This is an optimization exercise on Yosys and OpenROAD, whose aim is small area and a short achievable clock period, not a production implementation. Only simulation tests tie the RTL to the original design; equivalence was not proved.

==> job 306: inputs <==
==> flow/design.v (excerpt) <==
module Posit_Multiplier(A1, B1, clk, reset, OUT);
  input [0:15] A1, B1;
  input clk, reset;
  output reg [0:15] OUT;
  wire [14:0] ma_in, mb_in;
  pabs u_aa(A1[0], A1[1:15], ma_in);
  pabs u_ab(B1[0], B1[1:15], mb_in);
  reg sa, sb;
  reg [14:0] ma, mb;
  reg rst_d;
  wire [15:0] res;
  always @(posedge clk) begin
    sa <= A1[0];
    sb <= B1[0];
    ma <= ma_in;
    mb <= mb_in;
    rst_d <= reset;
    OUT <= res & {16{~reset}};
  end
  wire [3:0] sha, shb;
  wire [1:0] ea, eb;
  wire [10:0] fa, fb;
  pdec u_da(ma, sha, ea, fa);
  pdec u_db(mb, shb, eb, fb);
  wire [12:0] r;
  pmul_core u_m(fa, fb, r);
  wire c = r[12] | r[11];                  
  wire p22 = ~r[11];                       
  wire [6:0] sca = {~ma[14], sha ^ {4{~ma[14]}}, ea};
  wire [6:0] scb = {~mb[14], shb ^ {4{~mb[14]}}, eb};
  wire [7:0] s0;
  prip #(8) u_sc({sca[6], sca}, {scb[6], scb}, 1'b0, s0);
  wire neg = s0[7];                        
  wire [4:0] q = s0[6:2] ^ {5{neg}};       
  wire [1:0] fe = s0[1:0];
  wire f3 = &fe;                           
  wire m1 = &s0[7:2];                      
  wire za = ~|ma;
  wire zb = ~|mb;
  wire z = (za & ~sa) | (zb & ~sb) | rst_d;
  wire n = ((za & sa) | (zb & sb)) & ~z;
  wire so = ~z & (n | (sa ^ sb));
  wire rb = ~neg & ~z & ~n;                
  wire frc = z | n | q[4];
  reg [14:0] v0;
  always @* begin
    if (!c)
      v0 = {~neg, neg, fe, r[10:0]};
    else if (!f3)
      v0 = {~neg, neg, fe[1] ^ fe[0], ~fe[0], p22, r[10:1]};
    else if (!neg)
      v0 = {5'b11000, p22, r[10:2]};
    else if (m1)
      v0 = {4'b1000, p22, r[10:1]};
    else
      v0 = {3'b100, p22, r[10:0]};
  end
  ...
==> module pabs, before the edit <==
module pabs(input s, input [14:0] x, output [14:0] m);
  wire [15:0] xx = {1'b0, x};
  wire [3:0] g;
  wire [15:0] w;    
  genvar i;
  generate for (i = 0; i < 4; i = i + 1) begin : gg
    assign g[i] = |xx[4*i+3:4*i];
    assign w[4*i] = 1'b0;
    assign w[4*i+1] = xx[4*i];
    assign w[4*i+2] = xx[4*i] | xx[4*i+1];
    assign w[4*i+3] = xx[4*i] | xx[4*i+1] | xx[4*i+2];
  end endgenerate
  wire [3:0] pg = {g[0] | g[1] | g[2], g[0] | g[1], g[0], 1'b0};
  wire [15:0] o;
  generate for (i = 0; i < 16; i = i + 1) begin : go
    assign o[i] = s & (pg[i/4] | w[i]);
  end endgenerate
  assign m = x ^ o[14:0];
endmodule
export LEC_CHECK = 0
export CAP_MARGIN = 20
export CORE_MARGIN = 2
export CORE_UTILIZATION = 40
export CTS_BUF_LIST = sky130_fd_sc_hd__clkbuf_8
export CTS_CLUSTER_DIAMETER = 300
export CTS_CLUSTER_SIZE = 50
export SLEW_MARGIN = 20
create_clock -name core_clock -period 60.0 [get_ports {clk}]
standard.sh (not shown) runs the stock make flow with config.mk's settings and CLKGATE_MAP_FILE= SYNTH_SCRIPT=/design/flow/synth_recipe.tcl, a recipe that flattens the netlist after the stock synthesis.
==> flow/flow/run.sh <==
#!/bin/bash
# Layout flow: the standard flow (standard.sh) with these changes.
#  1. Synthesis skips Yosys's internal "abc -fast" before extract_fa, so the
#     full adders written in the RTL are extracted as written.
#  2. The final abc mapping uses flow/abc_area.script (area mapping), except
#     for the modules in FLOW_FAST_MODULES, which keep their hierarchy until
#     the standard flow's script flattens the design and are mapped with
#     flow/abc_fast.script (delay mapping).
#  3. Ports are buffered with sky130_fd_sc_hd__buf_1 cells.
# Registers and their names are those of the standard synthesis.
set -euo pipefail
here=$(pwd)
{
  head -n 1 synth_recipe.tcl
  cat flow/synth_overrides.tcl
  tail -n +2 synth_recipe.tcl
} > flow_synth.tcl
export FLOW_ABC_AREA="$here/flow/abc_area.script"
export FLOW_ABC_FAST="$here/flow/abc_fast.script"
export FLOW_FAST_MODULES="pabs"
bash standard.sh SYNTH_SCRIPT="$here/flow_synth.tcl" \
  "BUFFER_PORTS_ARGS=-buffer_cell sky130_fd_sc_hd__buf_1" SETUP_SLACK_MARGIN=46.9 finish > flow_standard.log 2>&1
==> flow/flow/abc_area.script <==
strash
dch
amap
strash
dch
amap
topo
==> flow/flow/abc_fast.script <==
strash
map -D 600
topo
==> flow/flow/synth_overrides.tcl <==
# Overrides for the standard flow's synthesis script (see run.sh).
# synth: the fine stage runs without Yosys's internal "abc -fast", so that
# extract_fa sees the full adders as the RTL writes them.  Modules listed in
# FLOW_FAST_MODULES keep their hierarchy until the end of synthesis (the standard flow's
# script flattens everything before writing the netlist).
proc synth {args} {
  if {[lsearch -exact $args "fine:"] >= 0} {
    yosys synth -nofsm -noshare -noabc {*}$args
  } else {
    if {[info exists ::env(FLOW_FAST_MODULES)]} {
      foreach m $::env(FLOW_FAST_MODULES) {
        yosys setattr -mod -set keep_hierarchy 1 $m
      }
    }
    yosys synth -nofsm -noshare {*}$args
  }
}
# abc: modules in FLOW_FAST_MODULES are mapped with FLOW_ABC_FAST, the rest
# with FLOW_ABC_AREA.
proc abc {args} {
  set i [lsearch -exact $args "-script"]
  if {$i < 0 || ![info exists ::env(FLOW_ABC_AREA)]} {
    yosys abc {*}$args
    return
  }
  set rest [list]
  if {[info exists ::env(FLOW_FAST_MODULES)]} {
    foreach m $::env(FLOW_FAST_MODULES) {
      if {[lindex [yosys select -count $m] 0] == 0} { continue }
      set a $args
      lset a [expr {$i + 1}] $::env(FLOW_ABC_FAST)
      yosys abc {*}$a $m
    }
    set rest [list $::env(DESIGN_NAME)]
  }
  set a $args
  lset a [expr {$i + 1}] $::env(FLOW_ABC_AREA)
  yosys abc {*}$a {*}$rest
}
==> job 3045: changes against job 306 <==
--- a/flow/design.v
+++ b/flow/design.v
@@ -1,21 +1,12 @@
 module pabs(input s, input [14:0] x, output [14:0] m);
-  wire [15:0] xx = {1'b0, x};
-  wire [3:0] g;
-  wire [15:0] w;    
-  genvar i;
-  generate for (i = 0; i < 4; i = i + 1) begin : gg
-    assign g[i] = |xx[4*i+3:4*i];
-    assign w[4*i] = 1'b0;
-    assign w[4*i+1] = xx[4*i];
-    assign w[4*i+2] = xx[4*i] | xx[4*i+1];
-    assign w[4*i+3] = xx[4*i] | xx[4*i+1] | xx[4*i+2];
-  end endgenerate
-  wire [3:0] pg = {g[0] | g[1] | g[2], g[0] | g[1], g[0], 1'b0};
-  wire [15:0] o;
-  generate for (i = 0; i < 16; i = i + 1) begin : go
-    assign o[i] = s & (pg[i/4] | w[i]);
-  end endgenerate
-  assign m = x ^ o[14:0];
+  reg [14:0] p;
+  integer k;
+  always @* begin
+    p = x;
+    for (k = 1; k < 15; k = k * 2)
+      p = p | (p << k);
+  end
+  assign m = x ^ ({15{s}} & {p[13:0], 1'b0});
 endmodule
 module pneg(input s, input [14:0] x, output [14:0] m);
   reg [14:0] p;
--- a/flow/flow/run.sh
+++ b/flow/flow/run.sh
@@ -19,4 +19,4 @@
 export FLOW_ABC_FAST="$here/flow/abc_fast.script"
 export FLOW_FAST_MODULES="pabs"
 bash standard.sh SYNTH_SCRIPT="$here/flow_synth.tcl" \
-  "BUFFER_PORTS_ARGS=-buffer_cell sky130_fd_sc_hd__buf_1" SETUP_SLACK_MARGIN=46.9 finish > flow_standard.log 2>&1
+  "BUFFER_PORTS_ARGS=-buffer_cell sky130_fd_sc_hd__buf_1" SETUP_SLACK_MARGIN=47.1 finish > flow_standard.log 2>&1
==> flow/flow/abc_fast.script (replaced) <==
strash
map
topo
--- a/flow/config.mk
+++ b/flow/config.mk
@@ -8,7 +8,4 @@
 export CAP_MARGIN = 20
 export CORE_MARGIN = 2
 export CORE_UTILIZATION = 40
-export CTS_BUF_LIST = sky130_fd_sc_hd__clkbuf_8
-export CTS_CLUSTER_DIAMETER = 300
-export CTS_CLUSTER_SIZE = 50
 export SLEW_MARGIN = 20
==> job 1442: changes against job 306 <==
--- a/flow/design.v
+++ b/flow/design.v
@@ -1,21 +1,12 @@
 module pabs(input s, input [14:0] x, output [14:0] m);
-  wire [15:0] xx = {1'b0, x};
-  wire [3:0] g;
-  wire [15:0] w;    
-  genvar i;
-  generate for (i = 0; i < 4; i = i + 1) begin : gg
-    assign g[i] = |xx[4*i+3:4*i];
-    assign w[4*i] = 1'b0;
-    assign w[4*i+1] = xx[4*i];
-    assign w[4*i+2] = xx[4*i] | xx[4*i+1];
-    assign w[4*i+3] = xx[4*i] | xx[4*i+1] | xx[4*i+2];
-  end endgenerate
-  wire [3:0] pg = {g[0] | g[1] | g[2], g[0] | g[1], g[0], 1'b0};
-  wire [15:0] o;
-  generate for (i = 0; i < 16; i = i + 1) begin : go
-    assign o[i] = s & (pg[i/4] | w[i]);
-  end endgenerate
-  assign m = x ^ o[14:0];
+  reg [14:0] p;
+  integer k;
+  always @* begin
+    p = x;
+    for (k = 1; k < 15; k = k * 2)
+      p = p | (p << k);
+  end
+  assign m = x ^ ({15{s}} & {p[13:0], 1'b0});
 endmodule
 module pneg(input s, input [14:0] x, output [14:0] m);
   reg [14:0] p;
--- a/flow/flow/run.sh
+++ b/flow/flow/run.sh
@@ -19,4 +19,4 @@
 export FLOW_ABC_FAST="$here/flow/abc_fast.script"
 export FLOW_FAST_MODULES="pabs"
 bash standard.sh SYNTH_SCRIPT="$here/flow_synth.tcl" \
-  "BUFFER_PORTS_ARGS=-buffer_cell sky130_fd_sc_hd__buf_1" SETUP_SLACK_MARGIN=46.9 finish > flow_standard.log 2>&1
+  "BUFFER_PORTS_ARGS=-buffer_cell sky130_fd_sc_hd__buf_1" finish > flow_standard.log 2>&1
==> flow/flow/abc_area.script (replaced) <==
strash
dch
map -a
topo
==> flow/flow/abc_fast.script (replaced) <==
strash
map
topo
--- a/flow/config.mk
+++ b/flow/config.mk
@@ -8,7 +8,4 @@
 export CAP_MARGIN = 20
 export CORE_MARGIN = 2
 export CORE_UTILIZATION = 40
-export CTS_BUF_LIST = sky130_fd_sc_hd__clkbuf_8
-export CTS_CLUSTER_DIAMETER = 300
-export CTS_CLUSTER_SIZE = 50
 export SLEW_MARGIN = 20
==> run notes <==
Critical path depth: job 3045 < job 306 < job 1442.
Maximum frequency: job 1442 is lower than job 3045 (4.1%).
The highest setup slack belongs to job 3045, the lowest to job 1442.
Final cell count: job 306 < job 3045 < job 1442.
Between job 1442 and job 306, the lower cell area is in job 306 (gap 6.9%, measured against job 306).
==> figures <==
item                                                          job 306    job 3045    job 1442
Result of the run                            timing/DRC/antenna clean  timing/DRC/antenna clean  timing/DRC/antenna clean
Arrival time at the worst endpoint                           13.07 ns     0.78 ns    13.56 ns
Required arrival time at the worst endpoint                  60.20 ns    48.00 ns    60.24 ns
Starting density of the core                                   40.89%      40.60%      40.79%
Share of post-route cells with drive strength above 1          5.700%      6.387%      1.533%
Sequential share of cell area                                  12.19%      11.71%      11.35%
Worst-margin pin slew                                       0.9485 ns   0.9775 ns   0.9208 ns
Number of global-route vias before repair                        6777        7011        7482
Clock-pin slew on the worst setup and hold paths              0.09 ns     0.07 ns     0.07 ns

static timing again, ports no longer ideal:
How much do the figures lean on ideal ports? The routed layouts below were timed once more, with nothing changed but the port constraints.
Step 1: set_driving_cell puts a clkbuf_16 on clk and a buf_2 on each other input, an assumption about the parent block.
Step 2, shift: input delay + t, output delay - t, t = (earliest + latest rising clock arrival at the registers) / 2. This alone moves slack from input paths to output paths.
a / b / c = ideal / step 1 / step 2; a / b = the first two.
| run | t, ns | slack for setup (ns) | latest minus earliest clock arrival (ns) | slew at the worst register clock pin (ns) |
|---|---|---|---|---|
| job 306 | 0.342 | 47.124 / 47.131 / 46.789 | 0.005 / 0.006 | 0.09 / 0.09 |
| job 3045 | 0.329 | 47.221 / 47.179 / 46.953 | 0.010 / 0.009 | 0.07 / 0.07 |
| job 1442 | 0.326 | 46.675 / 46.675 / 46.521 | 0.010 / 0.010 | 0.07 / 0.07 |
After both steps every run listed still meets setup and hold. For job 306, which loses most, drivers alone change the setup slack by +0.007 ns; drivers and shift together by -0.335 ns.
